Background: an optimization exercise with open tools, aiming at small area, a short achievable clock period and few clock cycles per item. Do not read the settings as production practice. In this exercise RTL edits were held to simulation tests only and were not proved equivalent to the original.

==> flow/design.v, too long to show whole: its modules and the start of the top module <==
// module sqrt_binary_search: 880 lines
module sqrt_binary_search (
    input  logic        clk,
    input  logic        rst,         
    input  logic        valid_in,
    input  logic [15:0] x,           
    output logic [15:0] x_sqrt,      
    output logic        valid_out
);
  // ...
==> flow/flow/run.sh <==
#!/bin/bash
set -e
cp standard.sh standard_sh.log
cp synth_recipe.tcl synth_recipe_tcl.log
export BUFFER_PORTS_ARGS="-buffer_cell sky130_fd_sc_hd__buf_2"
bash standard.sh > standard.log 2>&1
==> flow/standard.sh <==
#!/bin/bash
# synth_recipe.tcl (not shown) runs the flow's synth.tcl, then flattens the netlist and writes it again
# the make line also repeats each setting of config.mk as NAME=value (left out here)
make -C /OpenROAD-flow-scripts/flow DESIGN_CONFIG=/design/flow/config.mk WORK_HOME=/design/flow/orfs CLKGATE_MAP_FILE= SYNTH_SCRIPT=/design/flow/synth_recipe.tcl "${@:-finish}"
==> flow/config.mk <==
export PLATFORM = sky130hd
export DESIGN_NAME = sqrt_binary_search
export DESIGN_NICKNAME = sqrt_binary_search
export VERILOG_FILES = /design/flow/design.v
export SDC_FILE = /design/flow/constraint.sdc
export NUM_CORES = 4
export LEC_CHECK = 0
export ABC_AREA = 1
export CAP_MARGIN = 20
export CORE_MARGIN = 2
export CORE_UTILIZATION = 40
export SETUP_SLACK_MARGIN = 1.5
export SLEW_MARGIN = 20
==> flow/constraint.sdc <==
create_clock -name core_clock -period 11.0 [get_ports {clk}]
set_input_delay 2.2000 -clock core_clock [delete_from_list [all_inputs] [get_ports {clk}]]
set_output_delay 2.2000 -clock core_clock [all_outputs]
set_load 0.01 [all_outputs]
==> run_results.csv, run 1 <==
group,metric,value,unit
placed_design,place_area,0.00391,mm²
placed_design,detailedPlace.worstSlack,2140,ps
setup_path,end_kind,"register",
timing,setup_viol,0,
timing,fin_tns_setup,0,ps
worst_hold_path,hold_path_startpoint,"rst",
synthesis,synth_common_cells,"nand2_1 (203), inv_1 (107), nand3_1 (78)",
setup_path,endpoint,"q_r[0]$_DFF_P_",
setup_path,max_stage_delay,430,ps
cells_and_area,seq_cells,18,
clock_network,ctsResizeCount,0,
cells_and_area,antennaDiodeCount,0,
synthesis,postSynthCellCount,623,
placed_design,io_buffers,31,
cells_and_area,clock_area_share,1.39,%
drt,met1_length,3680,µm
cells_and_area,fillerInstances,989,
drt,ant_nets,0,
die,die_width,100,µm
drt,wl_per_cell,10.6,µm
synthesis,yosys.area_share.xor_xnor,13.5,%
setup_path,cp-startpoint,"x[12]",
outcome,status,"timing/DRC/antenna clean",
synthesis,synth_seq_cells,18,
Testbench counts, summed over its fixed seeds: cycles 262,148, items 262,144.
==> run 2, diff against run 1 <==
==> flow/flow/run.sh (replaced) <==
#!/bin/bash
# The standard layout (standard.sh), with two changes:
#  - no adder-cell mapping in synthesis (ADDER_MAP_FILE empty): ABC maps the
#    adders from plain gates instead of the slow ha/fa cells;
#  - buf_2 cells as the port buffers (buffer_ports otherwise picks the slow
#    clkdlybuf4s50_1).
set -e
export ADDER_MAP_FILE=
export BUFFER_PORTS_ARGS="-buffer_cell sky130_fd_sc_hd__buf_2"
bash standard.sh > standard.log 2>&1
==> run 2 against run 1 <==
Net effect:
- still clean
- hold slack lost 6.1 ps
- maximum frequency grew 10%
- synthesized cell count grew 8.3%
- sequential share of layout area shrank 0.17 points
- largest cell class unchanged
- highest routed layer unchanged
==> run_results.csv, run 2 <==
group,metric,value,unit
synthesis,syn-cell-area,0.00376,mm²
clock_network,ctsResizeCount,0,
clock_network,post_cts_buffers,0,
die,rows,35,
timing,fin_tns_setup,0,ps
synthesis,yosys_warnings,1,
drt,met2_length,4730,µm
clock_network,clock-sinks,18,
cells_and_area,areaGrowthSynthToFinish,7.52,%
drt,drt-initial-drc-count,81,
die,start_util,40.9,%
synthesis,syn_avg_cell_area,5.57,µm²
synthesis,yosysTopAreaCell,"nand2_1",
setup_path,critical_path.startpoint_type,"register",
setup_path,critPathMaxFanout,15,
worst_hold_path,hold_class,"input port to register",
die,core_area,0.00920,mm²
drt,via_per_inst,4.88,
timing,hold_viol_final,0,
grt,gr-total-overflow,0,
setup_path,crit_arrival,5660,ps
setup_path,path_common_cell,"nand2_1",
cells_and_area,nets,723,
clock_network,numCtsBuffers,3,
grt,grt_pass1_vias,3761,
cells_and_area,final_cell_mix,"nand2_1 (249), inv_1 (86), nand3_1 (73)",
die,die_width,101,µm
drt,ant_nets,0,
drt,wl_per_cell,11.4,µm
drt,maxUsedRoutingLayer,"met4",
synthesis,synthFlopType,"dfxtp_1",
timing,tightest_slew,600,ps
die,num_io_pins,36,
cells_and_area,top_register,"r_r",
drt,met1_length,4120,µm
job,drv_cap,0,
synthesis,ys_types,41,
setup_path,max_stage_delay,700,ps
placed_design,gp_congestion,0.832,
drt,drc,0,
grt,grt_pass1_wl,16200,µm
synthesis,synth_seq_cells,18,
drt,drtPass1Iterations,4,
setup_path,cp-startpoint,"q_r[0]$_DFF_P_",
cells_and_area,drive_above_1_share,13.5,%
synthesis,synth_common_cells,"nand2_1 (249), inv_1 (86), nand3_1 (73)",
setup_path,end_kind,"primary output",
timing,setup_viol,0,
synthesis,async_flop_share,0,%
synthesis,synth_edf_count,0,
worst_hold_path,hold_path_startpoint,"rst",
synthesis,ys_top_cells_by_area,"nand2_1 (25%), xor2_1 (12%), nand3_1 (9.7%)",
synthesis,postSynthCellCount,675,
clock_network,tritoncts,"done",
setup_path,crit_slowest_cell,"dfxtp_1",
grt,grt_max_degree,16,
grt,gr-usage-all-layers,19.3,%
timing,fmax,127,MHz
drt,met3_length,178,µm
placed_design,io_buffers,31,
clock_network,cts.htree.levels,1,
timing,period_share,71.4,%
timing,min_period,7860,ps
grt,antenna_found_initial,0,
setup_path,required,8800,ps
die,die-area,0.0102,mm²
cells_and_area,fillerInstances,1017,
timing,max_slew_margin,59.9,%
clock_network,cts_hold_buf,0,
clock_network,path_clk_slew,70,ps
cells_and_area,top_regs,"r_r: 9 flops, q_r: 8 flops, v_r: 1 flops",
synthesis,synth-seq-area-share,9.58,%
placed_design,dpl.hpwl,7930,µm
synthesis,synth_most_common_cell,"nand2_1",
die,die_height,101,µm
clock_network,cts_root_buf,"clkbuf_8",
synthesis,synth_top_area_share,24.9,%
timing,rsz0062_at_grt,"no",
cells_and_area,layout_commonest_cell,"nand2_1",
timing,slew_violations,0,
outcome,status,"timing/DRC/antenna clean",
cells_and_area,antennaDiodeCount,0,
drt,routed-via-count,3972,
cells_and_area,largest_reg_flops,9,
clock_network,clk_path_buf_depth,2,
drt,drt_wl_total,9280,µm
setup_path,crit_type,"register to primary output",
==> run 2: changes by cell type after synthesis, moves of 4 or more <==
cell      previous run  this run
nor2_1              35        45
inv_2                4         8
nand3b_1            10         3
fa_1                10         0
a21oi_1             10        16
ha_1                14         0
o21ai_0              5        12
nand3_2              8        13
inv_1              107        86
xor2_1              26        51
nand2_1            203       249
nand2_2             23        14
nand3_1             78        73
==> run 2: final timing paths <==
kind,cells past startpoint,endpoint,slack [ps]
setup / recovery,42,x_sqrt[0],3140
hold / removal,2,v_r$_SDFF_PP0_,2090
==> run 2: final cells by class <==
type                            count  area [µm²]  share of cell area, %
Multi-Input combinational cell    555        2980                   73.6
Sequential cell                    18         360                   8.91
Inverter                           95         357                   8.82
Timing Repair Buffer               31         155                   3.84
Tap cell                          111         139                   3.44
Clock buffer                        4        55.1                   1.36
==> run 2: worst max-delay path, delay by kind of cell, from the launching register on <==
| kind | cells | cell delay, ps |
|---|---|---|
| AND/OR/NAND/NOR | 31 | 3560 |
| flip-flops | 1 | 700 |
| AO/OA/AOI/OAI | 4 | 470 |
| buffers and inverters | 6 | 450 |
| XOR/XNOR | 1 | 210 |
==> run 2: metal layers <==
metal | GRT usage [%] | up-vias
met5 | 0 | -
met4 | 6.96 | 0
met3 | 0.693 | 18
met2 | 37.3 | 60
met1 | 22.2 | 1751
li1 | - | 2143
==> run 2: stage by stage <==
stage	area [µm²]	instances	util (%)	worst slack [ps]	hold WS, ps
global route	4040	814	44.0	2350	2100
CTS	4040	814	44.0	3110	2080
global placement	3990	810	43.4	3590	2350
detailed placement	3990	810	43.4	3380	2360
finish	4040	814	44.0	3140	2090
floorplan	3770	678	-	4440	2260
==> run 2: logic make-up after synthesis <==
| family | count (synthesis) | synth area share [%] |
|---|---|---|
| compound gates | 48 | 8.19 |
| xor+xnor | 75 | 18.5 |
| buf+inv | 105 | 11.5 |
| flops | 18 | 9.58 |
| other cells | 1 | 0.0997 |
| simple gates | 428 | 52.1 |
==> run 3, diff against run 2 <==
--- a/flow/config.mk
+++ b/flow/config.mk
@@ -9,5 +9,5 @@
 export CAP_MARGIN = 20
 export CORE_MARGIN = 2
 export CORE_UTILIZATION = 40
-export SETUP_SLACK_MARGIN = 1.5
+export SETUP_SLACK_MARGIN = 4.5
 export SLEW_MARGIN = 20
==> run 3 against run 2 <==
Net effect:
- synthesized area is the same
- final cell count grew 9.3%
- global-route usage grew 1.6 points
- via count grew 13%
- non-clock buffer count grew 73
- clock-buffer cell count is the same
- sequential cell count is the same
- critical endpoint unchanged
==> run_results.csv, run 3 <==
group,metric,value,unit
outcome,status,"timing/DRC/antenna clean",
clock_network,clock-sinks,18,
worst_hold_path,holdPathStages,2,
synthesis,ys_top_cells_by_area,"nand2_1 (25%), xor2_1 (12%), nand3_1 (9.7%)",
setup_path,path_common_cell,"nand2_1",
timing,setup_viol,0,
placed_design,gp_congestion,0.874,
drt,drc,0,
cells_and_area,antennaDiodeCount,0,
placed_design,io_buffers,31,
die,die_width,101,µm
synthesis,yosys_warnings,1,
setup_path,crit_slowest_cell,"dfxtp_4",
grt,grt_pass1_vias,4045,
synthesis,async_flop_share,0,%
cells_and_area,layout_commonest_cell,"nand2_1",
setup_path,max_stage_delay,400,ps
synthesis,synth_most_common_cell,"nand2_1",
setup_path,critical_path.startpoint_type,"register",
worst_hold_path,min_to,"v_r$_SDFF_PP0_",
grt,grt_pass1_wl,17600,µm
clock_network,cts.htree.levels,1,
placed_design,place_area,0.00400,mm²
placed_design,detailedPlace.worstSlack,3430,ps
synthesis,synth_edf_count,0,
clock_network,clk_path_buf_depth,2,
cells_and_area,fin_area,0.00570,mm²
die,die-area,0.0102,mm²
timing,worst_slack,3880,ps
timing,fin_tns_setup,0,ps
cells_and_area,top_register,"r_r",
die,core_area,0.00920,mm²
setup_path,crit_type,"register to primary output",
drt,drt_wl_total,11900,µm
synthesis,synth_top_area_share,24.9,%
cells_and_area,final_cell_mix,"nand2_1 (170), inv_1 (79), nand2_2 (68)",
grt,grt_max_degree,11,
clock_network,path_clk_slew,70,ps
die,rows,35,
cells_and_area,drive_above_1_share,43.9,%
synthesis,syn_avg_cell_area,5.57,µm²
job,drv_cap,0,
cells_and_area,top_regs,"r_r: 9 flops, q_r: 8 flops, v_r: 1 flops",
synthesis,ys_types,41,
synthesis,synth_common_cells,"nand2_1 (249), inv_1 (86), nand3_1 (73)",
timing,min_period,7120,ps
clock_network,cts_root_buf,"clkbuf_8",
synthesis,postSynthCellCount,675,
drt,drtPass1Iterations,4,
grt,gr-usage-all-layers,20.9,%
timing,period_share,64.8,%
clock_network,tritoncts,"done",
worst_hold_path,hold_path_startpoint,"rst",
timing,slew_violations,0,
drt,wl_per_cell,13.4,µm
clock_network,numCtsBuffers,3,
synthesis,yosysTopAreaCell,"nand2_1",
drt,via_per_inst,5.04,
worst_hold_path,hold_class,"input port to register",
cells_and_area,areaGrowthSynthToFinish,51.5,%
die,start_util,40.9,%
die,die_height,101,µm
setup_path,required,8800,ps
die,num_io_pins,36,
setup_path,critPathMaxFanout,6,
synthesis,synth_seq_cells,18,
setup_path,end_kind,"primary output",
synthesis,syn-cell-area,0.00376,mm²
drt,routed-via-count,4485,
timing,rsz0062_at_grt,"yes",
timing,fmax,140,MHz
grt,antenna_found_initial,0,
drt,drt-initial-drc-count,134,
synthesis,synth-seq-area-share,9.58,%
drt,ant_nets,0,
cells_and_area,nets,799,
grt,gr-total-overflow,0,
cells_and_area,stdcell_count,890,
setup_path,crit_arrival,4920,ps
timing,hold_viol_final,0,
cells_and_area,largest_reg_flops,9,
placed_design,dpl.hpwl,7910,µm
placed_design,dpl.cell_count,810,
synthesis,synthFlopType,"dfxtp_1",
-- run 3: cell counts after synthesis --
Identical to the previous run, type by type.
-- run 3: worst max-delay path by stage --
stage                     depth (start not counted)   endpoint           start
final                                            41  x_sqrt[0]  q_r[0]$_DFF_P_
after global routing                             48  x_sqrt[0]  q_r[0]$_DFF_P_
after CTS                                        43  x_sqrt[0]  q_r[0]$_DFF_P_
after detailed placement                         44  x_sqrt[0]  q_r[0]$_DFF_P_
after global placement                           42  x_sqrt[0]  q_r[0]$_DFF_P_
after floorplan                                  45  x_sqrt[0]  q_r[1]$_DFF_P_
-- run 3: metrics by stage --
stage          utilization, %  hold slack, ps
2_1_floorplan               -            2260
3_3_place_gp             43.5            2360
3_5_place_dp             43.5            2360
5_1_grt                  62.0            2080
4_1_cts                  50.4            2080
6_report                 62.0            2080
-- run 3: cell families after synthesis --
| family | count (synthesis) | synth area share, % |
|---|---|---|
| xor gates and xnor gates | 75 | 18.5 |
| DFF | 18 | 9.58 |
| buffers and inverters | 105 | 11.5 |
| other | 1 | 0.0997 |
| AOI/OAI and AO/OA | 48 | 8.19 |
| and+or+nand+nor | 428 | 52.1 |
-- run 3: per-layer routing --
layer	track usage, %	vias up	share of wire (%)
li1	-	2306	-
met4	4.47	0	1.7
met5	0	-	0
met2	38.1	82	52
met3	2.64	25	3.2
met1	26.1	2072	43
-- run 3: layout make-up --
class	count	area (µm²)
Tap cell	111	139
Fill cell	793	3500
Clock buffer	4	55.1
Timing Repair Buffer	104	774
Sequential cell	18	375
Inverter	95	362
Multi-Input combinational cell	558	3990
-- run 3: what timing repair did --
item,4_1_cts,5_1_grt
buffers inserted,36,37
cloned,3,0
endpoints found under the setup margin,7,9
resized for setup,77,178
pin swaps,44,107
hold buffers,0,0
-- run 3: critical path, delay by kind of cell (launching register included) --
family | cells | cell delay (ps)
AND/OR/NAND/NOR | 28 | 2560
buffers and inverters | 6 | 430
XOR/XNOR | 2 | 360
flip-flops | 1 | 400
AO/OA/AOI/OAI | 5 | 910
==> run 4, diff against run 3 <==
--- a/flow/config.mk
+++ b/flow/config.mk
@@ -9,5 +9,5 @@
 export CAP_MARGIN = 20
 export CORE_MARGIN = 2
 export CORE_UTILIZATION = 40
-export SETUP_SLACK_MARGIN = 4.5
+export SETUP_SLACK_MARGIN = 3.5
 export SLEW_MARGIN = 20
==> run 4 against run 3 <==
Net effect:
- still clean
- sequential cell count is the same
- final cell count shrank 5.2%
- clock-buffer cell count unchanged
- wire length shrank 15%
- worst setup slack lost 240 ps
- hold slack gained 4.2 ps
- die area did not move
==> run_results.csv, run 4 <==
group,metric,value,unit
synthesis,synth_most_common_cell,"nand2_1",
cells_and_area,top_regs,"r_r: 9 flops, q_r: 8 flops, v_r: 1 flops",
grt,grt_max_degree,16,
drt,routed-via-count,4136,
die,rows,35,
drt,drt-initial-drc-count,120,
die,die_width,101,µm
synthesis,synth-seq-area-share,9.58,%
cells_and_area,fillerInstances,953,
setup_path,cp-startpoint,"q_r[0]$_DFF_P_",
clock_network,numCtsBuffers,3,
synthesis,postSynthCellCount,675,
placed_design,dpl.hpwl,7930,µm
synthesis,yosysTopAreaCell,"nand2_1",
timing,worst_slack,3640,ps
synthesis,yosys_warnings,1,
grt,gr-total-overflow,0,
synthesis,synth-adder-area-share,0,%
grt,grt_pass1_vias,3771,
synthesis,synth_common_cells,"nand2_1 (249), inv_1 (86), nand3_1 (73)",
drt,wl_per_cell,12.1,µm
clock_network,cts_root_buf,"clkbuf_8",
synthesis,synth_top_family_by_area,"simple AND/OR/NAND/NOR gates",
setup_path,critical_path.startpoint_type,"register",
cells_and_area,areaGrowthSynthToFinish,21.5,%
setup_path,max_stage_delay,410,ps
timing,period_share,67.0,%
setup_path,crit_slowest_cell,"dfxtp_4",
synthesis,synth_edf_count,0,
drt,drtPass1Iterations,4,
placed_design,detailedPlace.worstSlack,3380,ps
die,start_util,40.9,%
clock_network,cts_hold_buf,0,
timing,hold_viol_final,0,
synthesis,ys_top_cells_by_area,"nand2_1 (25%), xor2_1 (12%), nand3_1 (9.7%)",
drt,ant_nets,0,
grt,grt_pass1_wl,16300,µm
clock_network,path_clk_slew,70,ps
synthesis,synthMuxAreaShare,0,%
synthesis,synth_top_area_share,24.9,%
grt,gr-usage-all-layers,19.3,%
cells_and_area,multi_input_area,0.00329,mm²
grt,antenna_found_initial,0,
setup_path,endpoint,"x_sqrt[0]",
timing,fmax,136,MHz
placed_design,io_buffers,31,
synthesis,syn_avg_cell_area,5.57,µm²
placed_design,gp_congestion,0.832,
timing,rsz0062_at_grt,"yes",
cells_and_area,largest_reg_flops,9,
timing,fin_tns_setup,0,ps
cells_and_area,nets,753,
cells_and_area,final_cell_mix,"nand2_1 (234), inv_1 (85), nand3_1 (66)",
synthesis,ys_types,41,
clock_network,tritoncts,"done",
cells_and_area,drive_above_1_share,22.6,%
die,num_io_pins,36,
cells_and_area,antennaDiodeCount,0,
synthesis,yosys.area_share.simple,52.1,%
cells_and_area,fin_util,49.7,%
synthesis,synth-compound-area-share,8.19,%
cells_and_area,layout_commonest_cell,"nand2_1",
outcome,status,"timing/DRC/antenna clean",
cells_and_area,seq_area,370,µm²
timing,setup_viol,0,
cells_and_area,top_register,"r_r",
clock_network,clock-sinks,18,
clock_network,clk_path_buf_depth,2,
die,die_height,101,µm
worst_hold_path,hold_class,"input port to register",
setup_path,path_common_cell,"nand2_1",
die,core_area,0.00920,mm²
drt,drt_wl_total,10200,µm
die,die-area,0.0102,mm²
synthesis,yosys.area_share.xor_xnor,18.5,%
synthesis,async_flop_share,0,%
timing,fin_hold_ws,2090,ps
setup_path,critPathMaxFanout,8,
setup_path,end_kind,"primary output",
clock_network,cts.htree.levels,1,
job,drv_cap,0,
synthesis,syn-cell-area,0.00376,mm²
timing,min_period,7360,ps
setup_path,required,8800,ps
setup_path,crit_arrival,5160,ps
drt,via_per_inst,4.90,
synthesis,synth_seq_cells,18,
setup_path,crit_type,"register to primary output",
synthesis,synthFlopType,"dfxtp_1",
drt,drc,0,
timing,slew_violations,0,
run 4: cell count changes in the layout (fill, tap and decap cells not counted), moves of 7 or more:
cell	delta
nand2_2	-45
nand3_2	-21
buf_4	-39
nand2_4	-16
buf_6	-7
nand3_4	-8
xor2_1	+8
nand3_1	+30
nor2_1	+9
nand2_1	+64
nor2_2	-7
run 4: area by class of cell:
| cell class | count | area share, % |
|---|---|---|
| timing repair buffer | 58 | 7.83 |
| multi-input combinational | 558 | 72.0 |
| clock buffer | 4 | 1.21 |
| sequential | 18 | 8.11 |
| inverter | 95 | 7.81 |
| tap | 111 | 3.04 |
run 4: cells by family after synthesis:
family | Yosys count
simple gates | 428
buf+inv | 105
xor+xnor | 75
compound gates | 48
flops | 18
other cells | 1
run 4: what timing repair did:
item / in CTS / in global routing
setup endpoints to repair: 1 / 3
resized for setup: 4 / 63
cloned: 0 / 3
endpoints found under the hold margin: 0 / 0
pin swaps: 0 / 26
buffers inserted: 0 / 27
run 4: routing by layer:
| metal | track usage, % | wire, µm | vias up |
|---|---|---|---|
| met1 | 22.2 | 4240 | 1849 |
| met2 | 37.5 | 5510 | 66 |
| met5 | 0 | 0 | - |
| met3 | 0.693 | 250 | 14 |
| met4 | 6.96 | 187 | 0 |
| li1 | - | - | 2207 |
run 4: worst max-delay path: cells and delay by family (launching register included):
| family | cells | cell delay, ps |
|---|---|---|
| compound gates | 4 | 610 |
| xor+xnor | 1 | 180 |
| buf+inv | 7 | 600 |
| flops | 1 | 410 |
| simple gates | 33 | 3100 |
run 4: how the worst min path moves through the flow:
stage / to / startpoint / slack (ps) / depth (start not counted)
4_1_cts: v_r$_SDFF_PP0_ / rst / 2080 / 2
6_report: v_r$_SDFF_PP0_ / rst / 2090 / 2
3_3_place_gp: v_r$_SDFF_PP0_ / rst / 2350 / 2
5_1_grt: v_r$_SDFF_PP0_ / rst / 2100 / 2
2_1_floorplan: r_r[0]$_DFF_P_ / x[0] / 2260 / 1
3_5_place_dp: v_r$_SDFF_PP0_ / rst / 2360 / 2
run 4: stage by stage:
| stage | std cells | cell area, µm² |
|---|---|---|
| global placement | 810 | 3990 |
| CTS | 814 | 4050 |
| detailed placement | 810 | 3990 |
| global route | 844 | 4570 |
| finish | 844 | 4570 |
| floorplan | 678 | 3770 |
==> run 5, diff against run 4 <==
--- a/flow/config.mk
+++ b/flow/config.mk
@@ -9,5 +9,7 @@
 export CAP_MARGIN = 20
 export CORE_MARGIN = 2
 export CORE_UTILIZATION = 40
+export PLACE_DENSITY = 0.85
 export SETUP_SLACK_MARGIN = 3.5
 export SLEW_MARGIN = 20
+export TNS_END_PERCENT = 5
==> run 5 against run 4 <==
Net effect:
- still clean on timing, DRC and antenna
- worst setup slack got worse by 180 ps
- via count increased by 2.1%
- sequential share of layout area increased by 0.097 points
- critical path type unchanged
- critical endpoint unchanged
- largest cell class unchanged
==> run_results.csv, run 5 <==
group,metric,value,unit
setup_path,cp_top_family,"simple AND/OR/NAND/NOR gates",
cells_and_area,largest_reg_flops,9,
synthesis,synth_edf_count,0,
synthesis,synth-seq-area-share,9.58,%
synthesis,synth_most_common_cell,"nand2_1",
cells_and_area,top_regs,"r_r: 9 flops, q_r: 8 flops, v_r: 1 flops",
drt,ant_nets,0,
timing,rsz0062_at_grt,"yes",
drt,met2_length,4710,µm
placed_design,io_buffers,31,
setup_path,critPathMaxFanout,9,
timing,max_slew_margin,62.7,%
synthesis,synth_common_cells,"nand2_1 (249), inv_1 (86), nand3_1 (73)",
synthesis,yosys_warnings,1,
clock_network,cts.htree.levels,1,
setup_path,crit_type,"register to primary output",
die,core_area,0.00920,mm²
cells_and_area,drive_above_1_share,21.7,%
synthesis,syn-cell-area,0.00376,mm²
drt,maxUsedRoutingLayer,"met4",
placed_design,gp_congestion,0.938,
grt,grt_max_degree,16,
synthesis,ys_top_cells_by_area,"nand2_1 (25%), xor2_1 (12%), nand3_1 (9.7%)",
cells_and_area,top_register,"r_r",
drt,drt-initial-drc-count,184,
die,num_io_pins,36,
synthesis,synthFlopType,"dfxtp_1",
setup_path,critical_path.startpoint_type,"register",
drt,drt_wl_total,9660,µm
timing,period_share,68.6,%
synthesis,syn_avg_cell_area,5.57,µm²
timing,hold_viol_final,0,
timing,worst_slack,3460,ps
synthesis,ys_types,41,
synthesis,synth_seq_cells,18,
job,drv_cap,0,
cells_and_area,antennaDiodeCount,0,
die,die_width,101,µm
grt,gr-usage-all-layers,16.7,%
drt,wl_per_cell,11.5,µm
clock_network,cts_hold_buf,0,
synthesis,synth_top_area_share,24.9,%
grt,gr-total-overflow,0,
clock_network,clk_path_buf_depth,2,
cells_and_area,areaGrowthSynthToFinish,20.1,%
grt,grt_pass1_wl,14400,µm
cells_and_area,nets,748,
setup_path,cp-startpoint,"q_r[0]$_DFF_P_",
drt,met3_length,468,µm
synthesis,async_flop_share,0,%
drt,routed-via-count,4222,
die,rows,35,
setup_path,max_stage_delay,450,ps
timing,setup_viol,0,
cells_and_area,final_cell_mix,"nand2_1 (230), inv_1 (86), nand3_1 (67)",
die,die_height,101,µm
drt,via_per_inst,5.04,
setup_path,crit_arrival,5340,ps
placed_design,detailedPlace.worstSlack,3520,ps
placed_design,dpl.hpwl,6940,µm
setup_path,crit_slowest_cell,"xor2_1",
synthesis,postSynthCellCount,675,
synthesis,yosysTopAreaCell,"nand2_1",
setup_path,crit_cells,38,
die,die-area,0.0102,mm²
clock_network,cts_root_buf,"clkbuf_8",
timing,tightest_slew,558,ps
setup_path,end_kind,"primary output",
clock_network,clock-sinks,18,
drt,met1_length,4070,µm
drt,drc,0,
die,start_util,40.9,%
timing,fin_tns_setup,0,ps
worst_hold_path,hold_class,"input port to register",
grt,antenna_found_initial,0,
timing,fmax,133,MHz
timing,min_period,7540,ps
timing,slew_violations,0,
clock_network,path_clk_slew,60,ps
outcome,status,"timing/DRC/antenna clean",
setup_path,required,8800,ps
setup_path,path_common_cell,"nand2_1",
setup_path,worst-path-buf-inv,8,
cells_and_area,layout_commonest_cell,"nand2_1",
drt,drtPass1Iterations,5,
setup_path,endpoint,"x_sqrt[0]",
grt,grt_pass1_vias,3450,
clock_network,numCtsBuffers,3,
clock_network,tritoncts,"done",
[run 5: worst min path at each step]
stage / start / to / slack [ps] / depth (start not counted)
detailed placement: rst / v_r$_SDFF_PP0_ / 2360 / 2
global route: rst / v_r$_SDFF_PP0_ / 2090 / 2
floorplan: x[0] / r_r[0]$_DFF_P_ / 2260 / 1
CTS: rst / v_r$_SDFF_PP0_ / 2090 / 2
global placement: rst / v_r$_SDFF_PP0_ / 2350 / 2
finish: rst / v_r$_SDFF_PP0_ / 2090 / 2
[run 5: final cells by class]
type | count | area (µm²)
fill | 912 | 4680
multi-input combinational | 559 | 3290
sequential | 18 | 370
inverter | 95 | 357
timing repair buffer | 52 | 317
tap | 111 | 139
clock buffer | 3 | 41.3
[run 5: through the flow]
| stage | util [%] | hold WS (ps) | area [µm²] | instances |
|---|---|---|---|---|
| 5_1_grt | 49.1 | 2090 | 4510 | 838 |
| 6_report | 49.1 | 2090 | 4510 | 838 |
| 2_1_floorplan | - | 2260 | 3770 | 678 |
| 3_3_place_gp | 43.4 | 2350 | 3990 | 810 |
| 4_1_cts | 43.9 | 2090 | 4030 | 813 |
| 3_5_place_dp | 43.4 | 2360 | 3990 | 810 |
[run 5: layer usage]
metal  track usage, %  vias up
li1                 -     2214
met1             20.8     1863
met2             30.9      113
met3            0.763       32
met4             5.30        0
met5                0        -
[run 5: cell families (layout without fill, tap and decap cells)]
| family | Yosys count | count (layout) | share of synthesized area (%) |
|---|---|---|---|
| buffers and inverters | 105 | 150 | 11.5 |
| other | 1 | 4 | 0.0997 |
| XOR/XNOR | 75 | 75 | 18.5 |
| AO/OA/AOI/OAI | 48 | 48 | 8.19 |
| flip-flops | 18 | 18 | 9.58 |
| AND/OR/NAND/NOR | 428 | 432 | 52.1 |
[run 5: repair_timing]
action                                  4_1_cts  5_1_grt
endpoints found under the setup margin        1        1
cloned                                        0        4
pin swaps                                     0       25
resized for setup                             3       64
setup buffers                                 0       21
==> run 6, diff against run 5 <==
--- a/flow/flow/run.sh
+++ b/flow/flow/run.sh
@@ -7,4 +7,5 @@
 set -e
 export ADDER_MAP_FILE=
 export BUFFER_PORTS_ARGS="-buffer_cell sky130_fd_sc_hd__buf_2"
+export SETUP_MOVE_SEQUENCE=sizeup,swap
 bash standard.sh > standard.log 2>&1
--- a/flow/config.mk
+++ b/flow/config.mk
@@ -12,4 +12,3 @@
 export PLACE_DENSITY = 0.85
 export SETUP_SLACK_MARGIN = 3.5
 export SLEW_MARGIN = 20
-export TNS_END_PERCENT = 5
==> run 6 against run 5 <==
Net effect:
- still clean
- cell area is 5.4% lower
- first-iteration DRC count is 29% lower
- critical path depth is 4 higher
- via count is 5.0% lower
- global-route usage stayed put
- worst setup slack better by 200 ps
- synthesized area stayed put
- final cell count is 3.0% lower
- sequential cell count stayed put
- non-clock buffer count is 21 lower
==> run_results.csv, run 6 <==
group,metric,value,unit
clock_network,numCtsBuffers,3,
die,rows,35,
synthesis,async_flop_share,0,%
cells_and_area,multi_input_area,0.00321,mm²
timing,hold_viol_final,0,
setup_path,critPathMaxFanout,15,
placed_design,place_area,0.00399,mm²
synthesis,syn_avg_cell_area,5.57,µm²
setup_path,crit_slowest_cell,"dfxtp_4",
timing,fin_tns_setup,0,ps
die,start_util,40.9,%
setup_path,crit_type,"register to primary output",
timing,min_period,7340,ps
synthesis,yosysTopAreaCell,"nand2_1",
drt,drt_wl_total,8580,µm
cells_and_area,fin_area,0.00427,mm²
drt,drt-initial-drc-count,131,
clock_network,cts_hold_buf,0,
cells_and_area,top_register,"r_r",
setup_path,path_common_cell,"nand2_1",
cells_and_area,seq_area,368,µm²
timing,setup_viol,0,
drt,via_per_inst,4.93,
cells_and_area,drive_above_1_share,18.4,%
cells_and_area,layout_commonest_cell,"nand2_1",
drt,drtPass1Iterations,5,
synthesis,synth-seq-area-share,9.58,%
grt,antenna_found_initial,0,
cells_and_area,antennaDiodeCount,0,
clock_network,cts.htree.levels,1,
setup_path,required,8800,ps
clock_network,tritoncts,"done",
setup_path,cp-startpoint,"q_r[0]$_DFF_P_",
job,drv_cap,0,
timing,max_slew_margin,62.4,%
synthesis,yosys_warnings,1,
grt,gr-usage-all-layers,16.7,%
synthesis,synth_most_common_cell,"nand2_1",
grt,grt_pass1_wl,14400,µm
clock_network,path_clk_slew,60,ps
timing,tightest_slew,561,ps
synthesis,synth_common_cells,"nand2_1 (249), inv_1 (86), nand3_1 (73)",
synthesis,ys_top_cells_by_area,"nand2_1 (25%), xor2_1 (12%), nand3_1 (9.7%)",
setup_path,max_stage_delay,420,ps
drt,drc,0,
cells_and_area,nets,723,
synthesis,ys_types,41,
synthesis,synth_edf_count,0,
synthesis,synth_seq_cells,18,
grt,gr-total-overflow,0,
timing,period_share,66.8,%
placed_design,dpl.hpwl,6940,µm
setup_path,crit_arrival,5140,ps
cells_and_area,top_regs,"r_r: 9 flops, q_r: 8 flops, v_r: 1 flops",
cells_and_area,areaGrowthSynthToFinish,13.6,%
synthesis,synth_top_area_share,24.9,%
die,die_height,101,µm
drt,wl_per_cell,10.6,µm
clock_network,cts_root_buf,"clkbuf_8",
die,die_width,101,µm
cells_and_area,fillerInstances,955,
timing,fmax,136,MHz
worst_hold_path,min_to,"v_r$_SDFF_PP0_",
drt,ant_nets,0,
grt,grt_max_degree,16,
synthesis,syn-cell-area,0.00376,mm²
setup_path,critical_path.startpoint_type,"register",
synthesis,synthFlopType,"dfxtp_1",
die,die-area,0.0102,mm²
clock_network,clk_path_buf_depth,2,
timing,slew_violations,0,
die,core_area,0.00920,mm²
placed_design,io_buffers,31,
placed_design,gp_congestion,0.938,
cells_and_area,largest_reg_flops,9,
outcome,status,"timing/DRC/antenna clean",
clock_network,clock-sinks,18,
die,num_io_pins,36,
worst_hold_path,hold_path_startpoint,"rst",
worst_hold_path,hold_class,"input port to register",
worst_hold_path,holdPathStages,2,
timing,rsz0062_at_grt,"yes",
drt,routed-via-count,4009,
grt,grt_pass1_vias,3450,
cells_and_area,final_cell_mix,"nand2_1 (231), inv_1 (86), nand3_1 (69)",
setup_path,end_kind,"primary output",
synthesis,postSynthCellCount,675,
[run 6: cell counts after synthesis]
Identical to the previous run, type by type.
[run 6: per-stage QoR]
step / hold WS [ps] / util, % / worst slack, ps / cells
after floorplan: 2260 / - / 4440 / 678
after global placement: 2350 / 43.4 / 3710 / 810
after detailed placement: 2360 / 43.4 / 3520 / 810
after CTS: 2090 / 43.9 / 3550 / 813
after global routing: 2090 / 46.4 / 3260 / 813
final: 2100 / 46.4 / 3660 / 813
[run 6: cell families (layout without fill, tap and decap cells)]
group / Yosys count / count (layout) / synth area share (%)
AND/OR/NAND/NOR: 428 / 428 / 52.1
AO/OA/AOI/OAI: 48 / 48 / 8.19
XOR/XNOR: 75 / 75 / 18.5
other: 1 / 4 / 0.0997
flip-flops: 18 / 18 / 9.58
buffers and inverters: 105 / 129 / 11.5
[run 6: repair_timing]
| item | 4_1_cts | 5_1_grt |
|---|---|---|
| buffers inserted | 0 | 0 |
| pin swaps | 0 | 27 |
| setup endpoints to repair | 1 | 1 |
| resized for setup | 3 | 53 |
[run 6: worst max path at each step]
stage | to | slack [ps] | depth (start not counted)
finish | x_sqrt[0] | 3660 | 42
global placement | x_sqrt[0] | 3710 | 42
detailed placement | x_sqrt[0] | 3520 | 45
floorplan | x_sqrt[0] | 4440 | 42
CTS | x_sqrt[0] | 3550 | 42
global route | x_sqrt[0] | 3260 | 48
[run 6: cell type report]
cell class,instances,share of cell area [%]
Inverter,95,8.41
Multi-Input combinational cell,555,75.1
Tap cell,111,3.25
Timing Repair Buffer,31,3.63
Sequential cell,18,8.61
Clock buffer,3,0.967
[run 6: worst max-delay path: cells and delay by family (launching register included)]
| kind | cells | cell delay [ps] |
|---|---|---|
| buf+inv | 6 | 390 |
| simple gates | 31 | 3340 |
| xor+xnor | 1 | 160 |
| flops | 1 | 420 |
| compound gates | 4 | 550 |
[run 6: routing by layer]
layer	global-route usage, %	up-vias	wire length, µm
li1	-	2157	-
met3	0.763	17	367
met4	5.30	0	187
met5	0	-	0
met2	30.9	99	4150
met1	20.8	1736	3880
==> run 7, diff against run 6 <==
--- a/flow/config.mk
+++ b/flow/config.mk
@@ -10,5 +10,5 @@
 export CORE_MARGIN = 2
 export CORE_UTILIZATION = 40
 export PLACE_DENSITY = 0.85
-export SETUP_SLACK_MARGIN = 3.5
+export SETUP_SLACK_MARGIN = 4.2
 export SLEW_MARGIN = 20
==> run 7 against run 6 <==
Net effect:
- wire length grew 15%
- hold slack got worse by 4.5 ps
- critical path depth did not move
- core utilization up 5.6 points
- final cell count did not move
- first-iteration DRC count is 9.9% lower
- synthesized area unchanged
==> run_results.csv, run 7 <==
group,metric,value,unit
clock_network,cts_hold_buf,0,
clock_network,clk_path_buf_depth,2,
drt,wl_per_cell,12.1,µm
grt,grtUsageMet2,31.4,%
die,rows,35,
cells_and_area,nets,723,
synthesis,synth_common_cells,"nand2_1 (249), inv_1 (86), nand3_1 (73)",
cells_and_area,top_regs,"r_r: 9 flops, q_r: 8 flops, v_r: 1 flops",
die,die-area,0.0102,mm²
cells_and_area,fin_area,0.00479,mm²
cells_and_area,layout_commonest_cell,"nand2_1",
die,start_util,40.9,%
synthesis,ys_top_cells_by_area,"nand2_1 (25%), xor2_1 (12%), nand3_1 (9.7%)",
timing,period_share,65.8,%
clock_network,tritoncts,"done",
die,core_area,0.00920,mm²
synthesis,synthFlopType,"dfxtp_1",
cells_and_area,antennaDiodeCount,0,
synthesis,yosysTopAreaCell,"nand2_1",
drt,drtPass1Iterations,5,
drt,drt-initial-drc-count,118,
grt,gr-usage-all-layers,17.0,%
drt,routed-via-count,4140,
setup_path,critPathMaxFanout,15,
grt,grt_busiest_layer,"met2",
placed_design,io_buffers,31,
cells_and_area,top_register,"r_r",
grt,antenna_found_initial,0,
cells_and_area,drive_above_1_share,32.1,%
placed_design,dpl.hpwl,6940,µm
setup_path,crit_arrival,5030,ps
clock_network,path_clk_slew,60,ps
grt,grt_max_degree,16,
timing,fin_hold_ws,2090,ps
timing,rsz0062_at_grt,"yes",
timing,hold_viol_final,0,
die,num_io_pins,36,
setup_path,end_kind,"primary output",
drt,ant_nets,0,
setup_path,crit_type,"register to primary output",
synthesis,synth_most_common_cell,"nand2_1",
synthesis,synth_top_area_share,24.9,%
synthesis,ys_types,41,
timing,slew_violations,0,
placed_design,detailedPlace.worstSlack,3520,ps
clock_network,clock-sinks,18,
setup_path,path_common_cell,"nand2_1",
timing,fin_tns_setup,0,ps
synthesis,syn_avg_cell_area,5.57,µm²
synthesis,postSynthCellCount,675,
clock_network,cts.htree.levels,1,
drt,via_per_inst,5.09,
synthesis,synth_edf_count,0,
grt,grtUsageMet3,0.693,%
grt,grt_pass1_vias,3483,
timing,min_period,7230,ps
cells_and_area,final_cell_mix,"nand2_1 (183), inv_1 (82), nand2_2 (57)",
placed_design,gp_congestion,0.938,
grt,gr-total-overflow,0,
die,die_height,101,µm
setup_path,critical_path.startpoint_type,"register",
placed_design,place_area,0.00399,mm²
clock_network,numCtsBuffers,3,
grt,use_met1,21.1,%
clock_network,cts_root_buf,"clkbuf_8",
timing,fmax,138,MHz
setup_path,max_stage_delay,500,ps
setup_path,crit_slowest_cell,"dfxtp_4",
grt,grt_pass1_wl,14600,µm
cells_and_area,fillerInstances,873,
job,drv_cap,0,
timing,worst_slack,3770,ps
drt,drc,0,
timing,setup_viol,0,
cells_and_area,largest_reg_flops,9,
clock_network,post_cts_buffers,0,
setup_path,required,8800,ps
synthesis,async_flop_share,0,%
synthesis,synth_seq_cells,18,
worst_hold_path,hold_class,"input port to register",
die,die_width,101,µm
synthesis,yosys_warnings,1,
outcome,status,"timing/DRC/antenna clean",
cells_and_area,areaGrowthSynthToFinish,27.3,%
synthesis,syn-cell-area,0.00376,mm²
drt,drt_wl_total,9830,µm
synthesis,synth-seq-area-share,9.58,%
-- run 7: cell counts after synthesis --
Identical to the previous run, type by type.
-- run 7: layer usage --
metal,part of all wire (%),up-vias
met1,42,1850
li1,-,2148
met4,1.9,0
met2,52,122
met5,0,-
met3,4.0,20
-- run 7: path summary, 6_finish.rpt --
kind                       start             end  slack, ps  cells past startpoint
setup / recovery  q_r[0]$_DFF_P_       x_sqrt[0]       3770                     42
hold / removal               rst  v_r$_SDFF_PP0_       2090                      2
-- run 7: cell families (layout without fill, tap and decap cells) --
family	Yosys count	after routing	share of synthesized area, %
flip-flops	18	18	9.58
other	1	4	0.0997
buffers and inverters	105	129	11.5
AND/OR/NAND/NOR	428	428	52.1
AO/OA/AOI/OAI	48	48	8.19
XOR/XNOR	75	75	18.5
-- run 7: what timing repair did --
action,CTS,global route
endpoints found under the setup margin,2,9
gates resized for setup,16,168
pin swaps,8,63
-- run 7: metrics by stage --
step	instances	util (%)
2_1_floorplan	678	-
3_3_place_gp	810	43.4
3_5_place_dp	810	43.4
4_1_cts	813	44.5
5_1_grt	813	52.0
6_report	813	52.0
-- run 7: layout make-up --
cell class / instances / area (µm²) / share of cell area (%)
clock buffers: 3 / 41.3 / 0.863
inverters: 95 / 363 / 7.58
multi-input cells: 555 / 3720 / 77.7
flip-flops and latches: 18 / 368 / 7.69
well taps: 111 / 139 / 2.90
repair buffers: 31 / 158 / 3.29
-- run 7: critical path: cells and delay by family (launching register included) --
family,cells,cell delay [ps]
flops,1,500
compound gates,4,640
xor+xnor,2,350
buf+inv,4,260
simple gates,32,3010
==> run 8, diff against run 7 <==
--- a/flow/flow/run.sh
+++ b/flow/flow/run.sh
@@ -7,5 +7,5 @@
 set -e
 export ADDER_MAP_FILE=
 export BUFFER_PORTS_ARGS="-buffer_cell sky130_fd_sc_hd__buf_2"
-export SETUP_MOVE_SEQUENCE=sizeup,swap
+export RECOVER_POWER=100
 bash standard.sh > standard.log 2>&1
--- a/flow/config.mk
+++ b/flow/config.mk
@@ -10,5 +10,5 @@
 export CORE_MARGIN = 2
 export CORE_UTILIZATION = 40
 export PLACE_DENSITY = 0.85
-export SETUP_SLACK_MARGIN = 4.2
+export SETUP_SLACK_MARGIN = 3.0
 export SLEW_MARGIN = 20
==> run 8 against run 7 <==
Net effect:
- wire length is 16% lower
- final cell count stayed put
- core utilization is 9.0 points lower
- sequential cell count stayed put
- maximum frequency is 11% lower
- via count is 5.6% lower
- die area stayed put
==> run_results.csv, run 8 <==
group,metric,value,unit
die,core_area,0.00920,mm²
clock_network,clk_path_buf_depth,2,
timing,setup_viol,0,
synthesis,yosysTopAreaCell,"nand2_1",
setup_path,critical_path.startpoint_type,"register",
synthesis,synth_edf_count,0,
synthesis,synth_top_area_share,24.9,%
synthesis,syn_avg_cell_area,5.57,µm²
synthesis,postSynthCellCount,675,
setup_path,path_common_cell,"nand2_1",
drt,drt_wl_total,8280,µm
synthesis,ys_types,41,
die,start_util,40.9,%
worst_hold_path,hold_class,"input port to register",
cells_and_area,top_register,"r_r",
grt,gr-total-overflow,0,
setup_path,crit_type,"register to primary output",
setup_path,crit_cells,46,
synthesis,synth_seq_cells,18,
outcome,status,"timing/DRC/antenna clean",
die,die_height,101,µm
setup_path,crit_arrival,5960,ps
clock_network,tritoncts,"done",
setup_path,critPathMaxFanout,15,
synthesis,async_flop_share,0,%
placed_design,io_buffers,31,
die,rows,35,
setup_path,end_kind,"primary output",
clock_network,cts.htree.levels,1,
synthesis,ys_top_cells_by_area,"nand2_1 (25%), xor2_1 (12%), nand3_1 (9.7%)",
die,num_io_pins,36,
clock_network,cts_root_buf,"clkbuf_8",
setup_path,max_stage_delay,750,ps
placed_design,dpl.hpwl,6940,µm
cells_and_area,fin_area,0.00396,mm²
cells_and_area,layout_commonest_cell,"nand2_1",
timing,fmax,122,MHz
die,die-area,0.0102,mm²
setup_path,required,8800,ps
grt,gr-usage-all-layers,16.7,%
synthesis,syn-cell-area,0.00376,mm²
cells_and_area,areaGrowthSynthToFinish,5.32,%
timing,rsz0062_at_grt,"no",
synthesis,synth_most_common_cell,"nand2_1",
cells_and_area,drive_above_1_share,10.1,%
cells_and_area,nets,723,
synthesis,synth_common_cells,"nand2_1 (249), inv_1 (86), nand3_1 (73)",
clock_network,cts_hold_buf,0,
timing,hold_viol_final,0,
setup_path,cp_top_family,"simple AND/OR/NAND/NOR gates",
timing,slew_violations,0,
setup_path,crit_slowest_cell,"dfxtp_1",
synthesis,synth-seq-area-share,9.58,%
synthesis,synthFlopType,"dfxtp_1",
drt,wl_per_cell,10.2,µm
placed_design,place_area,0.00399,mm²
timing,min_period,8160,ps
drt,drc,0,
clock_network,numCtsBuffers,3,
grt,grt_max_degree,16,
cells_and_area,largest_reg_flops,9,
worst_hold_path,holdPathStages,2,
placed_design,gp_congestion,0.938,
cells_and_area,fin_util,43.1,%
drt,ant_nets,0,
cells_and_area,antennaDiodeCount,0,
grt,antenna_found_initial,0,
job,drv_cap,0,
drt,via_per_inst,4.81,
cells_and_area,final_cell_mix,"nand2_1 (260), inv_1 (86), nand3_1 (76)",
synthesis,yosys_warnings,1,
grt,grt_pass1_wl,14300,µm
drt,drt-initial-drc-count,144,
die,die_width,101,µm
timing,fin_tns_setup,0,ps
drt,routed-via-count,3907,
clock_network,path_clk_slew,60,ps
clock_network,clock-sinks,18,
grt,grt_pass1_vias,3441,
cells_and_area,top_regs,"r_r: 9 flops, q_r: 8 flops, v_r: 1 flops",
timing,max_slew_margin,55.1,%
timing,tightest_slew,672,ps
setup_path,worst-path-buf-inv,5,
drt,drtPass1Iterations,5,
timing,period_share,74.2,%
-- run 8: cell count changes in the layout (fill, tap and decap cells not counted), sizes merged --
cell      delta
buf          -7
clkinv       +1
clkbuf       +7
clkinvlp     -1
-- run 8: final timing paths --
| kind | endpoint | from |
|---|---|---|
| setup / recovery | x_sqrt[0] | q_r[0]$_DFF_P_ |
| hold / removal | v_r$_SDFF_PP0_ | rst |
-- run 8: cell type report --
cell class,instances,area [µm²]
Multi-Input combinational cell,555,2920
Clock buffer,3,41.3
Fill cell,1009,5240
Inverter,95,357
Tap cell,111,139
Timing Repair Buffer,31,146
Sequential cell,18,360
-- run 8: kinds of logic (layout without fill, tap and decap cells) --
group / after synthesis / after routing / share of synthesized area (%)
xor gates and xnor gates: 75 / 75 / 18.5
DFF: 18 / 18 / 9.58
AOI/OAI and AO/OA: 48 / 48 / 8.19
other: 1 / 4 / 0.0997
and+or+nand+nor: 428 / 428 / 52.1
buffers and inverters: 105 / 129 / 11.5
-- run 8: layer usage --
metal / wire length, µm / global-route usage (%)
met1: 3910 / 20.9
met2: 3890 / 30.7
met3: 340 / 0.624
met4: 135 / 5.41
met5: 0 / 0
-- run 8: repair_timing --
item | CTS | global route
setup endpoints to repair | 0 | 1
setup buffers | 0 | 0
resized for setup | 0 | 7
-- run 8: metrics by stage --
step | setup slack [ps] | hold WS [ps] | cells
final | 2840 | 2090 | 813
after global routing | 2090 | 2090 | 813
after CTS | 3240 | 2090 | 813
after detailed placement | 3520 | 2360 | 810
after global placement | 3710 | 2350 | 810
after floorplan | 4440 | 2260 | 678
==> run 9, diff against run 8 <==
--- a/flow/flow/run.sh
+++ b/flow/flow/run.sh
@@ -7,5 +7,4 @@
 set -e
 export ADDER_MAP_FILE=
 export BUFFER_PORTS_ARGS="-buffer_cell sky130_fd_sc_hd__buf_2"
-export RECOVER_POWER=100
 bash standard.sh > standard.log 2>&1
--- a/flow/config.mk
+++ b/flow/config.mk
@@ -10,5 +10,5 @@
 export CORE_MARGIN = 2
 export CORE_UTILIZATION = 40
 export PLACE_DENSITY = 0.85
-export SETUP_SLACK_MARGIN = 3.0
+export SETUP_SLACK_MARGIN = 1.5
 export SLEW_MARGIN = 20
==> run 9 against run 8 <==
Net effect:
- sequential share of layout area down 0.16 points
- die area unchanged
- synthesized cell count unchanged
- final cell count unchanged
- hold slack better by 2.3 ps
- worst setup slack better by 420 ps
- via count grew 1.1%
- sequential cell count unchanged
- largest cell class unchanged
==> run_results.csv, run 9 <==
group,metric,value,unit
synthesis,yosysTopAreaCell,"nand2_1",
timing,fmax,129,MHz
die,die_width,101,µm
grt,grt_pass1_vias,3441,
drt,drt-initial-drc-count,137,
cells_and_area,largest_reg_flops,9,
cells_and_area,top_register,"r_r",
timing,tightest_slew,606,ps
synthesis,ys_top_cells_by_area,"nand2_1 (25%), xor2_1 (12%), nand3_1 (9.7%)",
cells_and_area,top_regs,"r_r: 9 flops, q_r: 8 flops, v_r: 1 flops",
synthesis,postSynthCellCount,675,
timing,max_slew_margin,59.6,%
cells_and_area,fin_util,43.8,%
grt,grt_pass1_wl,14300,µm
placed_design,dpl.cell_count,810,
worst_hold_path,hold_path_startpoint,"rst",
drt,drtPass1Iterations,5,
die,num_io_pins,36,
cells_and_area,layout_commonest_cell,"nand2_1",
synthesis,synth_top_area_share,24.9,%
setup_path,critical_path.startpoint_type,"register",
timing,hold_viol_final,0,
drt,routed-via-count,3949,
clock_network,path_clk_slew,60,ps
drt,ant_nets,0,
cells_and_area,final_cell_mix,"nand2_1 (249), inv_1 (86), nand3_1 (73)",
worst_hold_path,holdPathStages,2,
synthesis,yosys_warnings,1,
clock_network,cts_hold_buf,0,
cells_and_area,drive_above_1_share,13.4,%
timing,fin_tns_setup,0,ps
synthesis,synth_most_common_cell,"nand2_1",
synthesis,synth_edf_count,0,
setup_path,required,8800,ps
drt,drc,0,
job,drv_cap,0,
worst_hold_path,hold_class,"input port to register",
setup_path,end_kind,"primary output",
cells_and_area,areaGrowthSynthToFinish,7.15,%
placed_design,io_buffers,31,
clock_network,clk_path_buf_depth,2,
drt,via_per_inst,4.86,
die,start_util,40.9,%
setup_path,crit_slowest_cell,"dfxtp_1",
synthesis,synthFlopType,"dfxtp_1",
synthesis,async_flop_share,0,%
setup_path,max_stage_delay,700,ps
synthesis,synth_common_cells,"nand2_1 (249), inv_1 (86), nand3_1 (73)",
die,die-area,0.0102,mm²
cells_and_area,fin_area,0.00403,mm²
setup_path,path_common_cell,"nand2_1",
cells_and_area,stdcell_count,813,
timing,period_share,70.4,%
cells_and_area,antennaDiodeCount,0,
setup_path,cp_top_family,"simple AND/OR/NAND/NOR gates",
synthesis,synth_seq_cells,18,
timing,min_period,7750,ps
grt,grt_max_degree,16,
placed_design,gp_congestion,0.938,
grt,gr-usage-all-layers,16.7,%
clock_network,tritoncts,"done",
setup_path,cp-startpoint,"q_r[0]$_DFF_P_",
die,core_area,0.00920,mm²
outcome,status,"timing/DRC/antenna clean",
worst_hold_path,min_to,"v_r$_SDFF_PP0_",
setup_path,crit_type,"register to primary output",
clock_network,cts.htree.levels,1,
timing,rsz0062_at_grt,"no",
placed_design,place_area,0.00399,mm²
clock_network,cts_root_buf,"clkbuf_8",
timing,setup_viol,0,
clock_network,numCtsBuffers,3,
setup_path,worst-path-buf-inv,6,
die,rows,35,
clock_network,post_cts_buffers,0,
synthesis,syn-cell-area,0.00376,mm²
setup_path,crit_arrival,5550,ps
clock_network,clock-sinks,18,
die,die_height,101,µm
grt,gr-total-overflow,0,
grt,antenna_found_initial,0,
timing,slew_violations,0,
synthesis,synth-seq-area-share,9.58,%
setup_path,critPathMaxFanout,15,
clock_network,ctsResizeCount,0,
drt,wl_per_cell,10.2,µm
synthesis,ys_types,41,
drt,drt_wl_total,8280,µm
cells_and_area,nets,723,
placed_design,dpl.hpwl,6940,µm
synthesis,syn_avg_cell_area,5.57,µm²
==> run 9: cell counts after synthesis <==
Identical to the previous run, type by type.
==> run 9: worst max path at each step <==
stage	to	depth (start not counted)
2_1_floorplan	x_sqrt[0]	42
3_3_place_gp	x_sqrt[0]	42
3_5_place_dp	x_sqrt[0]	45
4_1_cts	x_sqrt[0]	42
5_1_grt	x_sqrt[0]	47
6_report	x_sqrt[0]	45
==> run 9: logic make-up after synthesis <==
logic type                share of synthesized area, %
DFF                                               9.58
xor gates and xnor gates                          18.5
and+or+nand+nor                                   52.1
other                                           0.0997
AOI/OAI and AO/OA                                 8.19
buffers and inverters                             11.5
==> run 9: final cells by class <==
cell class / count / area [µm²]
flip-flops and latches: 18 / 360
multi-input cells: 555 / 2980
clock buffers: 3 / 41.3
inverters: 95 / 357
well taps: 111 / 139
fillers: 985 / 5170
repair buffers: 31 / 155
==> run 9: metal layers <==
layer  routed length, µm  share of wire, %  track usage (%)
met5                   0                 0                0
met4                 146               1.8             5.41
met3                 427               5.2            0.624
met2                3930                47             30.7
met1                3780                46             20.9
==> run 9: stage by stage <==
| step | hold slack (ps) | worst slack [ps] |
|---|---|---|
| 2_1_floorplan | 2260 | 4440 |
| 3_3_place_gp | 2350 | 3710 |
| 3_5_place_dp | 2360 | 3520 |
| 4_1_cts | 2090 | 3240 |
| 5_1_grt | 2090 | 2580 |
| 6_report | 2100 | 3250 |
==> run 10, diff against run 9 <==
--- a/flow/config.mk
+++ b/flow/config.mk
@@ -8,7 +8,7 @@
 export ABC_AREA = 1
 export CAP_MARGIN = 20
 export CORE_MARGIN = 2
-export CORE_UTILIZATION = 40
+export CORE_UTILIZATION = 65
 export PLACE_DENSITY = 0.85
 export SETUP_SLACK_MARGIN = 1.5
 export SLEW_MARGIN = 20
==> run 10 against run 9 <==
Net effect:
- still clean on timing, DRC and antenna
- final cell count down 4.8%
- hold slack better by 1.5 ps
- critical path type unchanged
==> run_results.csv, run 10 <==
group,metric,value,unit
outcome,status,"timing/DRC/antenna clean",
timing,period_share,73.0,%
die,die-area,0.00641,mm²
synthesis,postSynthCellCount,675,
worst_hold_path,min_to,"v_r$_SDFF_PP0_",
synthesis,synthFlopType,"dfxtp_1",
synthesis,yosys_warnings,1,
drt,ant_nets,0,
die,core_area,0.00554,mm²
drt,drt_wl_total,9080,µm
setup_path,end_kind,"primary output",
placed_design,gp_congestion,0.951,
setup_path,max_stage_delay,740,ps
drt,drtPass1Iterations,4,
cells_and_area,antennaDiodeCount,0,
synthesis,syn_avg_cell_area,5.57,µm²
cells_and_area,fillerInstances,506,
worst_hold_path,hold_class,"input port to register",
timing,setup_viol,0,
drt,routed-via-count,4134,
grt,grt_max_degree,16,
worst_hold_path,hold_path_startpoint,"rst",
setup_path,critPathMaxFanout,15,
grt,grt_pass1_wl,15500,µm
setup_path,crit_type,"register to primary output",
job,drv_cap,0,
synthesis,synth_edf_count,0,
synthesis,synth_seq_cells,18,
cells_and_area,top_register,"r_r",
cells_and_area,layout_commonest_cell,"nand2_1",
die,num_io_pins,36,
cells_and_area,seq_area,360,µm²
die,rows,27,
timing,fmax,125,MHz
cells_and_area,drive_above_1_share,13.4,%
timing,slew_violations,0,
grt,grtUsageMet3,1.80,%
clock_network,ctsResizeCount,0,
grt,grt_pass1_vias,3904,
synthesis,synth-seq-area-share,9.58,%
setup_path,critical_path.startpoint_type,"register",
grt,gr-total-overflow,0,
grt,antenna_found_initial,0,
clock_network,cts_root_buf,"clkbuf_8",
synthesis,synth_top_area_share,24.9,%
setup_path,path_common_cell,"nand2_1",
synthesis,ys_top_cells_by_area,"nand2_1 (25%), xor2_1 (12%), nand3_1 (9.7%)",
drt,drc,0,
clock_network,path_clk_slew,60,ps
clock_network,clock-sinks,18,
cells_and_area,fin_util,71.8,%
synthesis,syn-cell-area,0.00376,mm²
cells_and_area,areaGrowthSynthToFinish,5.86,%
timing,rsz0062_at_grt,"no",
cells_and_area,nets,723,
placed_design,io_buffers,31,
die,die_height,80.1,µm
timing,fin_tns_setup,0,ps
cells_and_area,largest_reg_flops,9,
synthesis,async_flop_share,0,%
synthesis,synth_most_common_cell,"nand2_1",
synthesis,ys_types,41,
grt,use_met1,29.8,%
cells_and_area,multi_input_area,0.00298,mm²
cells_and_area,top_regs,"r_r: 9 flops, q_r: 8 flops, v_r: 1 flops",
timing,hold_viol_final,0,
cells_and_area,final_cell_mix,"nand2_1 (249), inv_1 (86), nand3_1 (73)",
timing,max_slew_margin,56.7,%
grt,grt_busiest_layer,"met2",
clock_network,post_cts_buffers,0,
setup_path,crit_arrival,5830,ps
die,die_width,80.1,µm
drt,drt-initial-drc-count,206,
setup_path,required,8800,ps
die,start_util,67.9,%
setup_path,crit_slowest_cell,"dfxtp_1",
worst_hold_path,holdPathStages,2,
synthesis,synth_common_cells,"nand2_1 (249), inv_1 (86), nand3_1 (73)",
clock_network,tritoncts,"done",
grt,gr-usage-all-layers,29.5,%
timing,min_period,8030,ps
clock_network,clk_path_buf_depth,2,
drt,wl_per_cell,11.7,µm
clock_network,cts_hold_buf,0,
clock_network,cts.htree.levels,1,
grt,grtUsageMet2,59.0,%
drt,via_per_inst,5.34,
placed_design,dpl.hpwl,7620,µm
timing,tightest_slew,649,ps
synthesis,yosysTopAreaCell,"nand2_1",
clock_network,numCtsBuffers,3,
[run 10: cell counts in the layout (fill, tap and decap cells not counted)]
Identical to the previous run, type by type.
[run 10: worst max-delay path by stage]
stage | startpoint | to | slack (ps) | cells past startpoint
floorplan | q_r[1]$_DFF_P_ | x_sqrt[0] | 4440 | 42
global placement | q_r[0]$_DFF_P_ | x_sqrt[0] | 3640 | 44
detailed placement | q_r[0]$_DFF_P_ | x_sqrt[0] | 3360 | 44
CTS | q_r[0]$_DFF_P_ | x_sqrt[0] | 3080 | 44
global route | q_r[0]$_DFF_P_ | x_sqrt[0] | 2390 | 45
finish | q_r[0]$_DFF_P_ | x_sqrt[0] | 2970 | 44
[run 10: area by class of cell]
cell class	count	share of cell area [%]
Sequential cell	18	9.05
Timing Repair Buffer	31	3.90
Multi-Input combinational cell	555	74.8
Clock buffer	3	1.04
Tap cell	72	2.26
Inverter	95	8.96
[run 10: routing by layer]
| metal | vias to the layer above | share of wire, % |
|---|---|---|
| met5 | - | 0 |
| li1 | 2150 | - |
| met1 | 1809 | 40 |
| met4 | 0 | 5.3 |
| met3 | 47 | 3.4 |
| met2 | 128 | 52 |
[run 10: kinds of logic (layout without fill, tap and decap cells)]
family / Yosys count / in the layout / share of synthesized area (%)
AND/OR/NAND/NOR: 428 / 428 / 52.1
buffers and inverters: 105 / 129 / 11.5
XOR/XNOR: 75 / 75 / 18.5
AO/OA/AOI/OAI: 48 / 48 / 8.19
flip-flops: 18 / 18 / 9.58
other: 1 / 4 / 0.0997
[run 10: through the flow]
stage | std cells | area (µm²) | setup WS, ps | hold slack, ps
after floorplan | 678 | 3770 | 4440 | 2260
after global placement | 771 | 3940 | 3640 | 2350
after detailed placement | 771 | 3940 | 3360 | 2360
after CTS | 774 | 3980 | 3080 | 2090
after global routing | 774 | 3980 | 2390 | 2110
final | 774 | 3980 | 2970 | 2100
[run 10: critical path: cells and delay by family (launching register included)]
kind,cells,cell delay (ps)
compound gates,3,440
buf+inv,7,470
flops,1,740
simple gates,34,3930

==> what the ideal ports hide <==
In the flow no input, the clock included, has a driving cell. The finished layouts below were timed again as built, in two steps. Step 1 sets driving cells, clkbuf_16 on the clock port and buf_2 on the other inputs (assumed; they add their load-dependent delay and slew). Step 2 also shifts input and output timing later by t, the mid clock arrival at the registers, as if the neighbouring blocks saw the same clock. Three values: ideal, step 1, step 2; two values: the first two.
run	t (ns)	setup WS [ns]	worst setup path after step 2	pins driven straight from the clock port
run 1	0.269	2.328 / 2.333 / 2.064	input to register	1
run 2	0.276	3.143 / 3.117 / 3.392	register to output	1
run 3	0.285	3.876 / 3.851 / 4.083	input to register	1
run 4	0.278	3.635 / 3.609 / 3.886	register to output	1
run 5	0.276	3.458 / 3.433 / 3.709	register to output	1
run 6	0.275	3.657 / 3.633 / 3.908	register to output	1
run 7	0.279	3.767 / 3.742 / 3.954	input to register	1
run 8	0.276	2.837 / 2.812 / 2.916	input to register	1
run 9	0.275	3.255 / 3.230 / 3.505	register to output	1
run 10	0.269	2.972 / 2.947 / 3.216	register to output	1
After both steps setup and hold are still met in every run listed. For run 1, which loses most, drivers alone change the setup slack by +0.005 ns; drivers and shift together by -0.264 ns.
